Source: an optimization exercise on an open RTL-to-GDS flow (aim: small area, a short achievable clock period and few clock cycles per item). Production flows keep margins and buffers that such runs may drop.
Function was checked by simulation only, so behaviour that the tests miss may differ from the original.
No activity file was given, so power comes from the tool's default toggle rates.

==> flow/design.v (outline; a module is shown in full before it is edited, if it fits) <==
// module SMM1: 5204 lines
// module smm_fa: 4 lines
// module smm_ha: 4 lines
// module smm_nand2: 3 lines
// module smm_nor2: 3 lines
// module smm_nor2b: 3 lines
// module smm_and2: 3 lines
// module smm_or2: 3 lines
// module smm_xor2: 3 lines
// module smm_xnor2: 3 lines
// module smm_a21o: 3 lines
// module smm_xor3: 3 lines
// module smm_maj3: 3 lines
// module smm_a22oi: 3 lines
// module smm_inv: 3 lines
// module smm_buf: 3 lines
// module smm_a222oi: 3 lines
module SMM1 (
    input clk, rst,
    input [127:0] A, B,
    input load, sel,
    output [127:0] C_out,
    output reg done
);
  // ...
==> flow/flow/run.sh <==
#!/bin/bash
# Own layout flow: the standard flow, except that the netlist comes from a direct
# gate-level mapping of the design (flow/map.tcl: each smm_* gate module becomes its
# sky130 cell) instead of Yosys/ABC re-synthesis, so the compressor trees keep their
# timing-driven structure. Flip-flops get the standard synthesis's instance names.
# Ports are buffered with buf_4 cells (fast, and resizable within the buf family).
# Global routing reserves more of met1/met2 (flow/fastroute.tcl).
set -euo pipefail
cd "$(dirname "$0")/.."
W=$PWD
export FLOW_DIR=$W/flow
export MAPPED_V=$W/mapped.v
R=$W/orfs/results/$FLOW_PLATFORM/SMM1/base
YOSYS=yosys
if ! command -v yosys > /dev/null; then YOSYS=$FLOW_HOME/../tools/install/yosys/bin/yosys; fi

# 1. standard synthesis (its flip-flop names are kept)
bash standard.sh synth > $W/log_std_synth.txt 2>&1
cp $R/1_2_yosys.v $W/standard_1_2_yosys.v

# 2. gate-level mapping of the design
$YOSYS -c $FLOW_DIR/map.tcl > $W/log_yosys_map.txt 2>&1
python3 $FLOW_DIR/rename.py $W/standard_1_2_yosys.v $MAPPED_V > $W/mapped_renamed.v 2> $W/log_rename.txt

# 3. the standard flow from this netlist
cp $W/mapped_renamed.v $R/1_2_yosys.v
rm -f $R/1_synth.odb
export FASTROUTE_TCL=$FLOW_DIR/fastroute.tcl
# after global placement, output port buffers become buf_1 (flow/post_gpl.tcl)
export POST_GLOBAL_PLACE_TCL=$FLOW_DIR/post_gpl.tcl
BUFFER_PORTS_ARGS="-buffer_cell sky130_fd_sc_hd__buf_4" bash standard.sh > $W/log_std_finish.txt 2>&1
==> flow/flow/cellmap.v <==
// Maps each smm_* gate module of the design to its sky130_fd_sc_hd cell.
module smm_fa (input a, b, c, output s, co);
    sky130_fd_sc_hd__fa_1 _TECHMAP_REPLACE_ (.A(a), .B(b), .CIN(c), .SUM(s), .COUT(co));
endmodule
module smm_ha (input a, b, output s, co);
    sky130_fd_sc_hd__ha_1 _TECHMAP_REPLACE_ (.A(a), .B(b), .SUM(s), .COUT(co));
endmodule
module smm_nand2 (input a, b, output y);
    sky130_fd_sc_hd__nand2_1 _TECHMAP_REPLACE_ (.A(a), .B(b), .Y(y));
endmodule
module smm_nor2 (input a, b, output y);
    sky130_fd_sc_hd__nor2_1 _TECHMAP_REPLACE_ (.A(a), .B(b), .Y(y));
endmodule
module smm_nor2b (input a, bn, output y);
    sky130_fd_sc_hd__nor2b_1 _TECHMAP_REPLACE_ (.A(a), .B_N(bn), .Y(y));
endmodule
module smm_and2 (input a, b, output y);
    sky130_fd_sc_hd__and2_1 _TECHMAP_REPLACE_ (.A(a), .B(b), .X(y));
endmodule
module smm_or2 (input a, b, output y);
    sky130_fd_sc_hd__or2_1 _TECHMAP_REPLACE_ (.A(a), .B(b), .X(y));
endmodule
module smm_xor2 (input a, b, output y);
    sky130_fd_sc_hd__xor2_1 _TECHMAP_REPLACE_ (.A(a), .B(b), .X(y));
endmodule
module smm_xnor2 (input a, b, output y);
    sky130_fd_sc_hd__xnor2_1 _TECHMAP_REPLACE_ (.A(a), .B(b), .Y(y));
endmodule
module smm_inv (input a, output y);
    sky130_fd_sc_hd__inv_1 _TECHMAP_REPLACE_ (.A(a), .Y(y));
endmodule
module smm_buf (input a, output y);
    sky130_fd_sc_hd__buf_1 _TECHMAP_REPLACE_ (.A(a), .X(y));
endmodule
module smm_a21o (input a1, a2, b1, output y);
    sky130_fd_sc_hd__a21o_1 _TECHMAP_REPLACE_ (.A1(a1), .A2(a2), .B1(b1), .X(y));
endmodule
module smm_a222oi (input a1, a2, b1, b2, c1, c2, output y);
    sky130_fd_sc_hd__a222oi_1 _TECHMAP_REPLACE_ (.A1(a1), .A2(a2), .B1(b1), .B2(b2), .C1(c1), .C2(c2), .Y(y));
endmodule
module smm_xor3 (input a, b, c, output y);
    sky130_fd_sc_hd__xor3_1 _TECHMAP_REPLACE_ (.A(a), .B(b), .C(c), .X(y));
endmodule
module smm_maj3 (input a, b, c, output y);
    sky130_fd_sc_hd__maj3_1 _TECHMAP_REPLACE_ (.A(a), .B(b), .C(c), .X(y));
endmodule
==> flow/flow/fastroute.tcl <==
# Global routing: reserve more of met1 and met2 (pin access, power rails) than the
# platform's default 20%, so global routes go up to met3/met4 and detailed routing
# converges on this pin-dense design.
set_global_routing_layer_adjustment met1 0.6
set_global_routing_layer_adjustment met2 0.35
set_global_routing_layer_adjustment met3-$::env(MAX_ROUTING_LAYER) 0.2

set_routing_layers -clock $::env(MIN_CLK_ROUTING_LAYER)-$::env(MAX_ROUTING_LAYER)
set_routing_layers -signal $::env(MIN_ROUTING_LAYER)-$::env(MAX_ROUTING_LAYER)
==> flow/flow/map.tcl <==
# Gate-level synthesis of the design: every smm_* gate module instance becomes its
# sky130 cell (flow/cellmap.v); registers map to flip-flops. No logic optimisation.
set lib $::env(FLOW_HOME)/platforms/sky130hd/lib/sky130_fd_sc_hd__tt_025C_1v80.lib
yosys read_liberty -lib $lib
yosys read_verilog -sv $::env(FLOW_DESIGN)
yosys hierarchy -check -top $::env(FLOW_TOP)
yosys proc
yosys opt_clean
yosys techmap -map $::env(FLOW_DIR)/cellmap.v
yosys hierarchy -top $::env(FLOW_TOP)
yosys flatten
yosys opt_clean -purge
yosys simplemap {t:$dff}
yosys dfflibmap -liberty $lib
yosys opt_clean -purge
yosys splitnets
yosys check -assert
yosys select -assert-none {t:* t:sky130_fd_sc_hd__* %d}
yosys stat -liberty $lib
yosys write_verilog -noattr -nohex -nodec $::env(MAPPED_V)
==> flow/flow/post_gpl.tcl <==
# Output ports drive only the port's load, so their port buffers can be the
# smallest buffer; input port buffers keep the size the flow gave them.
set n 0
foreach inst [get_cells output*] {
  set m [get_property $inst ref_name]
  if {[string match "sky130_fd_sc_hd__buf_*" $m] && $m ne "sky130_fd_sc_hd__buf_1"} {
    replace_cell $inst sky130_fd_sc_hd__buf_1
    incr n
  }
}
puts "post_gpl: $n output port buffers set to buf_1"
==> flow/flow/rename.py <==
#!/usr/bin/env python3
"""Give each flip-flop of the gate-level netlist the instance name the standard
synthesis gave the flip-flop of the same register (the register its Q net is named after).
usage: rename.py standard.v mapped.v > out.v"""
import re, sys
std, mapped = open(sys.argv[1]).read(), open(sys.argv[2]).read()
inst_re = re.compile(r'(sky130_fd_sc_hd__df\w+)\s+(\\\S+|\S+)\s*\((.*?)\);', re.S)
def q_net(body):
    m = re.search(r'\.Q\(\s*(.*?)\s*\)\s*(,|$)', body, re.S)
    return m.group(1).strip() if m else None
def key(name):
    # register name: instance name without the leading backslash and the $_..._ suffix
    return name.lstrip('\\').split('$')[0].strip()
std_names = {}
for m in inst_re.finditer(std):
    std_names[key(m.group(2))] = (m.group(1), m.group(2))
out = []
pos = 0
n = 0
for m in inst_re.finditer(mapped):
    qn = key(q_net(m.group(3)))
    if qn not in std_names:
        sys.exit("no standard flip-flop drives %s" % qn)
    typ, name = std_names.pop(qn)
    if typ != m.group(1):
        sys.exit("cell type differs for %s: %s vs %s" % (qn, typ, m.group(1)))
    out.append(mapped[pos:m.start(2)])
    out.append(name + " ")
    pos = m.end(2)
    n += 1
out.append(mapped[pos:])
if std_names:
    sys.exit("standard flip-flops not matched: %s" % list(std_names)[:5])
sys.stderr.write("renamed %d flip-flops\n" % n)
sys.stdout.write("".join(out))
==> flow/standard.sh <==
#!/bin/bash
# synth_recipe.tcl (not shown) runs the flow's synth.tcl, then flattens the netlist and writes it again
# the make line also repeats each setting of config.mk as NAME=value (left out here)
make -C /OpenROAD-flow-scripts/flow DESIGN_CONFIG=/design/flow/config.mk WORK_HOME=/design/flow/orfs CLKGATE_MAP_FILE= SYNTH_SCRIPT=/design/flow/synth_recipe.tcl "${@:-finish}"
==> flow/config.mk <==
export PLATFORM = sky130hd
export DESIGN_NAME = SMM1
export DESIGN_NICKNAME = SMM1
export VERILOG_FILES = /design/flow/design.v
export SDC_FILE = /design/flow/constraint.sdc
export NUM_CORES = 4
export LEC_CHECK = 0
export CAP_MARGIN = 20
export CORE_MARGIN = 2
export CORE_UTILIZATION = 50
export GPL_TIMING_DRIVEN = 0
export PLACE_DENSITY = 0.7
export SETUP_SLACK_MARGIN = 0.1
export SLEW_MARGIN = 20
export SYNTH_HIERARCHICAL = 1
export SYNTH_MINIMUM_KEEP_SIZE = 0
export TNS_END_PERCENT = 100
==> flow/constraint.sdc <==
create_clock -name core_clock -period 5.0 [get_ports {clk}]
set_input_delay 1.0000 -clock core_clock [delete_from_list [all_inputs] [get_ports {clk}]]
set_output_delay 1.0000 -clock core_clock [all_outputs]
set_load 0.01 [all_outputs]
==> flow_summary_export.csv, run 1 <==
group,metric,value,unit
final_layout,most-common-layout-cells,"2,304 x nand2_1, 1,296 x fa_1, 960 x xnor2_1, 212 x buf_4",
die,io-pin-count,389,
clock_network,cts_resized,1,
clock_network,cts_sinks,130,
place,pre_cts_ws,-0.441,ns
sta,fin_crit_sh,0.973,
final_layout,nets,6895,
final_layout,antenna_cells,31,
final_layout,largest_register_ffs,128,
synthesis,synth_top_area_frac,0.554,
global_routing,met2_usage,0.696,
worst_hold_path,worstHoldEndpoint,"sel_q",
synthesis,synth-edff-count,0,
final_layout,multi_input_area_share,0.853,
route,dr.first_iter.drc_count,2048,
synthesis,syn-num-nets,6487,
final_layout,largestRegisters,"C_q (128), done (1), sel_q (1)",
route,wirelength,204,mm
route,route.detailed.drc,0,
power_and_ir_drop,top_power_group,"combinational logic",
route,met1_length,51.6,mm
sta,setup_viol,0,
route,wl_per_cell,30.7,µm
final_layout,multi_input_comb_area,44100,µm²
sta,hold_viol,0,
worst_hold_path,worstHoldPathType,"in -> reg",
synthesis,synth_fa_ha_area_frac,0.554,
outcome,run_status,"timing/DRC/antenna clean",
final_layout,design.seq.count,130,
route,viasPerCell,6.18,
power_and_ir_drop,power.switching,14.4,mW
final_layout,final_util,0.555,
synthesis,synth_top_cell_by_area,"fa_1",
worst_setup_path,worstPathCellList,"buf_4, nand2_1, fa_1, fa_1, fa_1, fa_1, fa_1, fa_1, fa_1, xnor2_1, xor2_1",
worst_hold_path,hold_path_depth,1,
synthesis,synth.most_common_cell,"nand2_1",
final_layout,final_common_cell,"nand2_1",
sta,hold_slack,0.561,ns
synthesis,syn_avg_cell_area,9.49,µm²
final_layout,clkCellAreaFrac,0.0114,
die,tap_cells,1254,
clock_network,cts_root_buffer,"clkbuf_16",
job,max_cap_violations,0,
Testbench counts, summed over its fixed seeds: cycles 1,928, items 1,920.
==> run 2, diff against run 1 <==
--- a/flow/config.mk
+++ b/flow/config.mk
@@ -9,6 +9,6 @@
 export CORE_MARGIN = 2
-export CORE_UTILIZATION = 50
+export CORE_UTILIZATION = 60
 export GPL_TIMING_DRIVEN = 0
-export PLACE_DENSITY = 0.7
-export SETUP_SLACK_MARGIN = 0.1
+export PLACE_DENSITY = 0.8
+export SETUP_SLACK_MARGIN = 0.2
 export SLEW_MARGIN = 20
==> flow_summary_export.csv, run 2 <==
group,metric,value,unit
clock_network,cts_root_buffer,"clkbuf_16",
global_routing,antenna_found_initial,29,
place,port_buffers,388,
final_layout,area_growth,10.4,%
synthesis,syn-num-nets,6487,
sta,setup_viol,0,
worst_setup_path,startpoint_type,"primary input",
die,coreArea,77300,µm²
worst_setup_path,path_delay_family,"adder cells",
synthesis,ys_top_cells_by_area,"fa_1 55%, nand2_1 18%, xnor2_1 18%",
synthesis,synth_top_cell_by_area,"fa_1",
synthesis,synth.most_common_cell,"nand2_1",
synthesis,synth_xor_xnor_area_share,0.183,
synthesis,yosys_register_bits,130,
synthesis,synthArstFlopShare,0,
final_layout,design_area,51700,µm²
die,rows,102,
final_layout,layout.cells.non_filler,6417,
final_layout,largest_register_ffs,128,
clock_network,htree_levels,4,
synthesis,syn_area,46800,µm²
final_layout,multi_input_comb_area,44100,µm²
worst_setup_path,critPathKind,"in -> reg",
worst_setup_path,critPathMaxFanout,32,
final_layout,fillers,6227,
synthesis,muxShareOfSynthArea,0,
worst_setup_path,worstPathCellList,"buf_8, nand2_1, fa_1, fa_1, fa_1, fa_1, fa_1, fa_1, fa_1, xnor2_1",
die,die_h,283,µm
final_layout,nets,6895,
worst_setup_path,end_kind,"flop",
sta,rsz0062_at_grt,"true",
die,dieArea,80200,µm²
synthesis,synth-edff-count,0,
sta,finalSetupTns,0,ns
place,post-dp-hpwl,123,mm
worst_setup_path,worstPathRequired,5.36,ns
route,firstDrtPassIters,9,
synthesis,yosys.cell_types.count,9,
worst_setup_path,cpPeakStageDelay,0.58,ns
sta,slew_viol_final,0,
synthesis,synthFlopType,"dfxtp_1",
sta,tightest_slew,0.929,ns
route,num_vias,41937,
synthesis,synth_fa_ha_area_frac,0.554,
synthesis,synth-simple-area-share,0.205,
final_layout,top_register,"C_q",
worst_setup_path,crit_slowest_cell,"fa_1",
worst_setup_path,crit_top_cell,"fa_1",
power_and_ir_drop,p_leak,17.9,nW
global_routing,grt_max_degree,57,
sta,hold_viol,0,
global_routing,grtUsageTotal,0.643,
place,post-place-cells,6360,
synthesis,ys_top_cells_by_count,"2,304 x nand2_1, 1,296 x fa_1, 960 x xnor2_1",
worst_setup_path,path_buf_inv,1,
sta,period_needed,4.79,ns
outcome,run_status,"timing/DRC/antenna clean",
die,die_w,283,µm
final_layout,final_common_cell,"nand2_1",
route,wirelength,192,mm
final_layout,largestRegisters,"C_q (128), done (1), sel_q (1)",
sta,slew_headroom,0.376,
power_and_ir_drop,power,30.0,mW
synthesis,seq_area_frac_synth,0.0556,
sta,setup_slack,0.209,ns
power_and_ir_drop,vdd_drop_max,813,µV
die,io-pin-count,389,
final_layout,layout.area.seq,2610,µm²
power_and_ir_drop,p_per_area,581,nW/µm²
place,pre_cts_ws,-0.467,ns
clock_network,clkTransAtPathRegs,0.08,ns
sta,fin_crit_sh,0.958,
global_routing,grt_pass1_wl,292,mm
clock_network,cts_buffer_depth,2,
final_layout,drive_gt1_frac,0.0544,
synthesis,synth_top_area_frac,0.554,
global_routing,overflow,0,
synthesis,syn_inst,4931,
global_routing,grt_pass1_vias,51320,
route,wl_per_cell,29.9,µm
clock_network,cts_sinks,130,
synthesis,synth_compound_area_frac,0,
die,start_util,0.605,
clock_network,cts_setup_buffers,0,
clock_network,cts_tree,"built",
job,max_cap_violations,0,
synthesis,synth_top_family_by_area,"adder cells",
synthesis,syn_avg_cell_area,9.49,µm²
route,antenna_left,0,
worst_hold_path,worstHoldPathType,"in -> reg",
sta,fmax,0.209,GHz
final_layout,most-common-layout-cells,"2,304 x nand2_1, 1,296 x fa_1, 959 x xnor2_1, 160 x buf_4",
clock_network,numCtsBuffers,17,
place,placed_cell_area,50600,µm²
route,viasPerCell,6.54,
worst_setup_path,worstPathArrival,5.15,ns
route,route.detailed.drc,0,
route,dr.first_iter.drc_count,2621,
clock_network,holdBufCountCts,0,
synthesis,synth_warnings,7,
[run 2: cell counts after synthesis]
No cell type changed its count.
[run 2: worst paths after layout]
kind | depth (start not counted) | to | startpoint
worst max-delay path | 10 | C_q[62] | A[40]
worst min-delay path | 1 | sel_q | sel
[run 2: power breakdown]
| group | leakage [nW] | internal (mW) | switching, mW |
|---|---|---|---|
| clock | 0.267 | 0.707 | 0.621 |
| sequential | 1.10 | 2.00 | 0.161 |
| combinational | 16.6 | 12.9 | 13.6 |
| total | 17.9 | 15.6 | 14.4 |
[run 2: modules after synthesis, one instance, submodules excluded, a selection]
module,cells,flops+latches,copies in the design
SMM1,130,130,1
smm_xor2,1,0,16
smm_nand2,1,0,2304
smm_fa,1,0,1296
smm_or2,1,0,80
smm_inv,1,0,32
[run 2: layout make-up]
| type | count | share of cell area |
|---|---|---|
| multi-input combinational | 4769 | 0.853 |
| timing repair buffer | 389 | 0.0569 |
| sequential | 130 | 0.0504 |
| tap | 1040 | 0.0252 |
| clock buffer | 23 | 0.00906 |
| inverter | 32 | 0.00232 |
| clock inverter | 9 | 0.00160 |
| antenna | 25 | 0.00121 |
[run 2: kinds of logic (layout without fill, tap and decap cells)]
| group | count (synthesis) | in the layout |
|---|---|---|
| AND/OR/NAND/NOR | 2497 | 2497 |
| adder cells (fa/ha/maj) | 1296 | 1296 |
| other | 0 | 25 |
| buffers and inverters | 32 | 453 |
| XOR/XNOR | 976 | 976 |
| flip-flops | 130 | 130 |
[run 2: timing repair]
action | 4_1_cts | 5_1_grt
endpoints found under the hold margin | 0 | 0
endpoints found under the setup margin | 5 | 25
resized for setup | 21 | 124
[run 2: through the flow]
step | hold WS [ns] | utilization
final | 0.595 | 0.668
after global routing | 0.577 | 0.668
after CTS | 0.571 | 0.662
after detailed placement | 1.11 | 0.654
after global placement | 1.11 | 0.660
after floorplan | 1.03 | -
[run 2: routing by layer]
metal,track usage,share of wire,vias to the layer above
met1,0.714,0.25,19548
met3,0.597,0.24,1792
met5,0.259,0.012,-
met2,0.764,0.39,4864
met4,0.513,0.11,84
li1,-,-,15649
==> run 3, diff against run 2 <==
--- a/flow/flow/run.sh
+++ b/flow/flow/run.sh
@@ -5,3 +5,3 @@
 # timing-driven structure. Flip-flops get the standard synthesis's instance names.
-# Ports are buffered with buf_4 cells (fast, and resizable within the buf family).
+# Ports are buffered with buf_2 cells (fast, and resizable within the buf family).
 # Global routing reserves more of met1/met2 (flow/fastroute.tcl).
@@ -30,2 +30,2 @@
 export POST_GLOBAL_PLACE_TCL=$FLOW_DIR/post_gpl.tcl
-BUFFER_PORTS_ARGS="-buffer_cell sky130_fd_sc_hd__buf_4" bash standard.sh > $W/log_std_finish.txt 2>&1
+BUFFER_PORTS_ARGS="-buffer_cell sky130_fd_sc_hd__buf_2" bash standard.sh > $W/log_std_finish.txt 2>&1
--- a/flow/config.mk
+++ b/flow/config.mk
@@ -9,5 +9,5 @@
 export CORE_MARGIN = 2
-export CORE_UTILIZATION = 60
+export CORE_UTILIZATION = 50
 export GPL_TIMING_DRIVEN = 0
-export PLACE_DENSITY = 0.8
+export PLACE_DENSITY = 0.7
 export SETUP_SLACK_MARGIN = 0.2
==> flow_summary_export.csv, run 3 <==
group,metric,value,unit
outcome,run_status,"timing/DRC/antenna clean",
global_routing,antenna_found_initial,63,
route,viasPerCell,6.14,
final_layout,most-common-layout-cells,"2,304 x nand2_1, 1,296 x fa_1, 960 x xnor2_1, 133 x buf_2",
clock_network,cts_root_buffer,"clkbuf_16",
worst_hold_path,worstHoldPathType,"in -> reg",
power_and_ir_drop,power,30.0,mW
worst_setup_path,startpoint_type,"primary input",
clock_network,cts_tree,"built",
die,start_util,0.503,
sta,fin_crit_sh,0.965,
final_layout,layout.area.seq,2610,µm²
route,num_vias,40809,
sta,hold_viol,0,
final_layout,largestRegisters,"C_q (128), done (1), sel_q (1)",
clock_network,cts_buffer_depth,2,
global_routing,met3_usage,0.515,
job,max_cap_violations,0,
synthesis,synth.most_common_cell,"nand2_1",
worst_hold_path,worstHoldEndpoint,"sel_q",
clock_network,cts_sinks,130,
power_and_ir_drop,p_per_area,582,nW/µm²
sta,rsz0062_at_grt,"true",
sta,slew_headroom,0.349,
synthesis,synth_top_cell_by_area,"fa_1",
final_layout,final_common_cell,"nand2_1",
synthesis,seq_area_frac_synth,0.0556,
synthesis,synthArstFlopShare,0,
synthesis,yosys_register_bits,130,
synthesis,syn_area,46800,µm²
synthesis,ys_top_cells_by_area,"fa_1 55%, nand2_1 18%, xnor2_1 18%",
global_routing,grt.busiest_layer,"met2",
synthesis,syn-num-nets,6487,
die,io-pin-count,389,
route,wl_per_cell,30.5,µm
route,route.detailed.drc,0,
place,post-dp-hpwl,126,mm
clock_network,holdBufCountCts,0,
clock_network,cts_resized,122,
clock_network,clkTransAtPathRegs,0.07,ns
synthesis,synthFlopType,"dfxtp_1",
final_layout,multi_input_comb_area,44100,µm²
clock_network,htree_levels,4,
global_routing,grt_max_degree,65,
sta,tightest_slew,0.977,ns
die,coreArea,93000,µm²
synthesis,syn_avg_cell_area,9.49,µm²
final_layout,largest_register_ffs,128,
final_layout,fillers,8351,
final_layout,nets,6895,
die,die_h,310,µm
clock_network,cts_setup_buffers,0,
synthesis,synth_top_area_frac,0.554,
global_routing,overflow,0,
global_routing,grtUsageTotal,0.576,
sta,setup_viol,0,
global_routing,grt_pass1_wl,301,mm
worst_setup_path,end_kind,"flop",
die,dieArea,96000,µm²
place,port_buffers,388,
route,wirelength,203,mm
die,rows,112,
sta,period_needed,4.82,ns
die,die_w,310,µm
place,pre_cts_ws,-0.774,ns
final_layout,top_register,"C_q",
sta,slew_viol_final,0,
final_layout,drive_gt1_frac,0.0542,
sta,setup_slack,0.175,ns
worst_hold_path,hold_path_depth,1,
clock_network,numCtsBuffers,17,
worst_setup_path,critPathMaxFanout,20,
route,antenna_left,0,
worst_setup_path,worstPathArrival,5.26,ns
sta,finalSetupTns,0,ns
synthesis,yosys.cell_types.count,9,
global_routing,met1_usage,0.640,
power_and_ir_drop,vdd_drop_max,919,µV
route,firstDrtPassIters,7,
route,dr.first_iter.drc_count,1928,
global_routing,met2_usage,0.700,
final_layout,layout.cells.non_filler,6646,
synthesis,synth_warnings,7,
worst_setup_path,critPathKind,"in -> reg",
synthesis,syn_inst,4931,
synthesis,ys_top_cells_by_count,"2,304 x nand2_1, 1,296 x fa_1, 960 x xnor2_1",
worst_hold_path,hp-start,"sel",
place,post-place-cells,6574,
global_routing,grt_pass1_vias,49116,
sta,hold_slack,0.574,ns
synthesis,synth-edff-count,0,
worst_setup_path,worstPathRequired,5.43,ns
sta,fmax,0.207,GHz
power_and_ir_drop,p_leak,17.8,nW
final_layout,area_growth,10.2,%
## run 3: worst max-delay path, stage by stage
cell and delay, ns:
buf_6 0.34, nand2_1 0.18, fa_1 0.63, fa_1 0.49
fa_1 0.42, fa_1 0.44, fa_1 0.48, fa_1 0.42
fa_1 0.39, xnor2_1 0.25, xor2_1 0.18
## run 3: worst max-delay path by stage
| stage | startpoint | endpoint | slack, ns | cells past startpoint |
|---|---|---|---|---|
| after global placement | A[64] | C_q[87] | -0.73 | 11 |
| final | A[75] | C_q[79] | 0.18 | 11 |
| after global routing | A[75] | C_q[79] | 0.11 | 11 |
| after floorplan | B[34] | C_q[103] | 0.45 | 10 |
| after CTS | B[19] | C_q[87] | 0.19 | 11 |
| after detailed placement | A[64] | C_q[87] | -0.77 | 11 |
## run 3: cell type report
type | count | share of cell area
clock inverter | 10 | 0.00308
sequential | 130 | 0.0505
inverter | 32 | 0.00233
multi-input combinational | 4769 | 0.855
antenna | 41 | 0.00199
clock buffer | 21 | 0.00893
timing repair buffer | 389 | 0.0480
tap | 1254 | 0.0304
## run 3: per-module statistics from Yosys (local to each module, per instance)
module / flops+latches / cells / times used / cell area (µm²)
smm_inv: 0 / 1 / 32 / 3.75
SMM1: 130 / 130 / 1 / 2600
smm_nand2: 0 / 1 / 2304 / 3.75
smm_xnor2: 0 / 1 / 960 / 8.76
smm_or2: 0 / 1 / 80 / 6.26
smm_nor2: 0 / 1 / 112 / 3.75
smm_xor2: 0 / 1 / 16 / 8.76
smm_nor2b: 0 / 1 / 1 / 13.8
smm_fa: 0 / 1 / 1296 / 20.0
## run 3: routing by layer
metal / up-vias / wire (µm)
met5: - / 2310
met4: 110 / 24400
met3: 1644 / 44900
met2: 4123 / 79200
met1: 19261 / 51700
li1: 15671 / -
## run 3: stage by stage
stage               utilization  cell area [µm²]
global route              0.554            51500
finish                    0.554            51600
detailed placement        0.539            50200
CTS                       0.549            51100
floorplan                     -            46800
global placement          0.541            50300
## run 3: power breakdown
| part | total [mW] | switching (mW) | internal (mW) | leakage [nW] |
|---|---|---|---|---|
| logic | 26.3 | 13.5 | 12.8 | 16.4 |
| clock network | 1.51 | 0.656 | 0.855 | 0.299 |
| registers | 2.18 | 0.182 | 2.00 | 1.10 |
| total | 30.0 | 14.3 | 15.7 | 17.8 |
## run 3: cells by family (layout without fill, tap and decap cells)
group	after synthesis	count (layout)	share of synthesized area
DFF	130	130	0.0556
adders and majority gates	1296	1296	0.554
and+or+nand+nor	2497	2497	0.205
buffers and inverters	32	452	0.00257
other	0	41	0
xor gates and xnor gates	976	976	0.183

-- port drivers added, routing unchanged --
How much do the figures lean on ideal ports? The routed layouts below were timed once more, with nothing changed but the port constraints. Step 1 (the two cells are an assumption about what drives the block):
set clk [get_ports {clk}]
set_driving_cell -lib_cell sky130_fd_sc_hd__clkbuf_16 $clk
set_driving_cell -lib_cell sky130_fd_sc_hd__buf_2 [delete_from_list [all_inputs] $clk]
Step 2 times the ports against the registers' clock, not the clock port: input delays grow and output delays shrink by t, the midpoint of the rising clock arrivals with the driver on. a / b / c = ideal ports / drivers / drivers and shift; a / b = the first two.
| run | t (ns) | slack for setup (ns) | worst register clock-pin slew, ns |
|---|---|---|---|
| run 1 | 0.609 | 0.137 / 0.185 / -0.425 | 0.10 / 0.10 |
| run 2 | 0.566 | 0.209 / 0.220 / -0.346 | 0.08 / 0.08 |
| run 3 | 0.603 | 0.175 / 0.211 / -0.392 | 0.10 / 0.10 |
Met with ideal ports but missed after step 2: setup timing in every run listed. The setup slack of run 3, which loses most, moves by +0.036 ns with the drivers and by -0.567 ns with both steps.
